This design comes from an exercise in tuning for small area and a short achievable clock period on the open sky130 flow, not from production work.
The RTL was checked by simulation tests, not by an equivalence proof against the original design.

==> run X: inputs <==
==> flow/design.v (excerpt) <==
module fused_multiply_add
(
     input                                   clk
   , input                                   rst
   , input                                   cntrl_load
   , input        [31:0]                     cntrl_init
   , input                                   pass
   , input        [15:0]                     m
   , input        [15:0]                     x
   , input        [15:0]                     c
   , output logic                            y_valid_r
   , output logic [31:0]                     y_w
);
  logic [31:0] ys_r, yc_r;
  logic [25:14] yt_r;
  wire        opnd_en = pass;
  wire [15:0] cg = {16{opnd_en}} & c;
  wire [15:0] xg = {16{opnd_en}} & x;
  wire [16:-1] xe = {1'b0, xg, 1'b0};
  wire [15:-1] me = {m, 1'b0};
  wire [1:0] one0_d, two0_d, neg0_d;
  assign one0_d[0] = (me[0] ^ 1'b0);
  assign two0_d[0] = ((me[1] & ~me[0] & ~1'b0) | (~me[1] & me[0] & 1'b0));
  assign neg0_d[0] = me[1];
  assign one0_d[1] = (me[0] ^ 1'b0);
  assign two0_d[1] = ((me[1] & ~me[0] & ~1'b0) | (~me[1] & me[0] & 1'b0));
  assign neg0_d[1] = me[1];
  wire neg0 = neg0_d[0];
  wire [16:0] pp0;
  assign pp0[0] = (one0_d[0] & xe[0]) ^ neg0_d[0];
  fma_bsel u_b0_1 (.one(one0_d[0]), .two(two0_d[0]), .neg(neg0_d[0]), .xa(xe[1]), .xb(xe[0]), .p(pp0[1]));
  fma_bsel u_b0_2 (.one(one0_d[0]), .two(two0_d[0]), .neg(neg0_d[0]), .xa(xe[2]), .xb(xe[1]), .p(pp0[2]));
  fma_bsel u_b0_3 (.one(one0_d[0]), .two(two0_d[0]), .neg(neg0_d[0]), .xa(xe[3]), .xb(xe[2]), .p(pp0[3]));
  fma_bsel u_b0_4 (.one(one0_d[0]), .two(two0_d[0]), .neg(neg0_d[0]), .xa(xe[4]), .xb(xe[3]), .p(pp0[4]));
  fma_bsel u_b0_5 (.one(one0_d[0]), .two(two0_d[0]), .neg(neg0_d[0]), .xa(xe[5]), .xb(xe[4]), .p(pp0[5]));
  fma_bsel u_b0_6 (.one(one0_d[0]), .two(two0_d[0]), .neg(neg0_d[0]), .xa(xe[6]), .xb(xe[5]), .p(pp0[6]));
  fma_bsel u_b0_7 (.one(one0_d[0]), .two(two0_d[0]), .neg(neg0_d[0]), .xa(xe[7]), .xb(xe[6]), .p(pp0[7]));
  fma_bsel u_b0_8 (.one(one0_d[0]), .two(two0_d[0]), .neg(neg0_d[0]), .xa(xe[8]), .xb(xe[7]), .p(pp0[8]));
  fma_bsel u_b0_9 (.one(one0_d[1]), .two(two0_d[1]), .neg(neg0_d[1]), .xa(xe[9]), .xb(xe[8]), .p(pp0[9]));
  fma_bsel u_b0_10 (.one(one0_d[1]), .two(two0_d[1]), .neg(neg0_d[1]), .xa(xe[10]), .xb(xe[9]), .p(pp0[10]));
  ...
==> module fma_benc1, before the edit <==
module fma_benc1 (input b2, input b1, input b0, output one, output two, output neg);
  assign one = b1 ^ b0;
  assign two = (b2 & ~b1 & ~b0) | (~b2 & b1 & b0);
  assign neg = b2;
endmodule
clock: 8.0 ns
lec_check: 0
abc_area: 1
cap_margin: 20
core_margin: 2
core_utilization: 40
cts_buf_list: sky130_fd_sc_hd__clkbuf_8
setup_slack_margin: 3.3
slew_margin: 20
synth_hierarchical: 1
synth_minimum_keep_size: 0
standard.sh (not shown) runs the stock make flow with config.mk's settings and CLKGATE_MAP_FILE= SYNTH_SCRIPT=/design/flow/synth_recipe.tcl, a recipe that flattens the netlist after the stock synthesis.
==> flow/flow/run.sh <==
#!/bin/bash
# The standard layout (standard.sh), with two changes:
#  - synthesis maps logic with ABC's &nf mapper (flow/abc_map.script) in place of
#    ORFS's abc_area.script, which maps XOR-heavy logic to NAND2 trees;
#  - the port buffers are plain buf_2 cells instead of the default choice.
set -u
WORK=$(pwd)
rm -rf "$WORK/scripts"
cp -r "$FLOW_HOME/scripts" "$WORK/scripts"
cp "$WORK/flow/abc_map.script" "$WORK/scripts/abc_area.script"
export SCRIPTS_DIR="$WORK/scripts"
export BUFFER_PORTS_ARGS="-buffer_cell sky130_fd_sc_hd__buf_2"
bash standard.sh > standard.log 2>&1
==> flow/flow/abc_map.script <==
strash
&get -n
&fraig -x
&put
scorr
dc2
dretime
strash
&get -n
&dch -f
&nf {D}
&put
==> run Y: changes against run X <==
--- a/flow/design.v
+++ b/flow/design.v
@@ -860,6 +860,7 @@
 endmodule
 module fma_benc1 (input b2, input b1, input b0, output one, output two, output neg);
-  assign one = b1 ^ b0;
-  assign two = (b2 & ~b1 & ~b0) | (~b2 & b1 & b0);
+  wire   o = b1 ^ b0;
+  assign one = o;
+  assign two = ~o & (b2 ^ b1);
   assign neg = b2;
 endmodule
==> flow/flow/run.sh (replaced) <==
#!/bin/bash
# The standard layout (standard.sh), with two changes:
#  - synthesis maps logic with ABC's &nf mapper (flow/abc_map.script) in place of
#    ORFS's abc_area.script, which maps XOR-heavy logic to NAND2 trees;
#  - the port buffers are plain buf_1 cells instead of the default choice.
set -u
WORK=$(pwd)
rm -rf "$WORK/scripts"
cp -r "$FLOW_HOME/scripts" "$WORK/scripts"
cp "$WORK/flow/abc_map.script" "$WORK/scripts/abc_area.script"
export SCRIPTS_DIR="$WORK/scripts"
export BUFFER_PORTS_ARGS="-buffer_cell sky130_fd_sc_hd__buf_1"
bash standard.sh > standard.log 2>&1
==> flow/flow/abc_map.script (replaced) <==
strash
&get -n
&fraig -x
&put
scorr
dc2
strash
&get -n
&dch -f
&nf -R 1000
&put
Settings changed: CORE_UTILIZATION 40 to 60.
==> notes <==
Clock skew: run X is higher than run Y (0.80 ps).
In flip-flop and latch count, run X and run Y do not differ.
Run Y finished clean. Run X completed without violations.
Of run X and run Y, run X has the higher hold slack (gap 0.75 ps).
Cell count: run X is higher than run Y (6.5%).
Of run Y and run X, run X has the higher routed wire length (gap about 9%, measured against run X).

[separate check: timing with driven ports]
The flow's constraints put no driver on any port. The routed layouts listed below were extracted and timed again, unchanged, in two steps. Step 1 assumes that a clkbuf_16 drives the clock port and a buf_2 every other input. Step 2, shift: input delay + t, output delay - t, t = (earliest + latest rising clock arrival at the registers) / 2. This alone moves slack from input paths to output paths. Three values: ideal ports, drivers, drivers and shift; two values: the first two.
| run | t, ns | slack for setup (ns) | hold slack, ns | worst setup path at the end | worst data-port slew with drivers (ns) |
|---|---|---|---|---|---|
| run X | 0.409 | 3.380 / 3.389 / 2.980 | 0.849 / 0.849 / 0.849 | input to register | 0.06 |
| run Y | 0.410 | 3.385 / 3.403 / 2.993 | 0.848 / 0.848 / 0.848 | input to register | 0.07 |
After both steps setup and hold are still met in every run listed. For run X, which loses most, drivers alone change the setup slack by +0.009 ns; drivers and shift together by -0.400 ns.
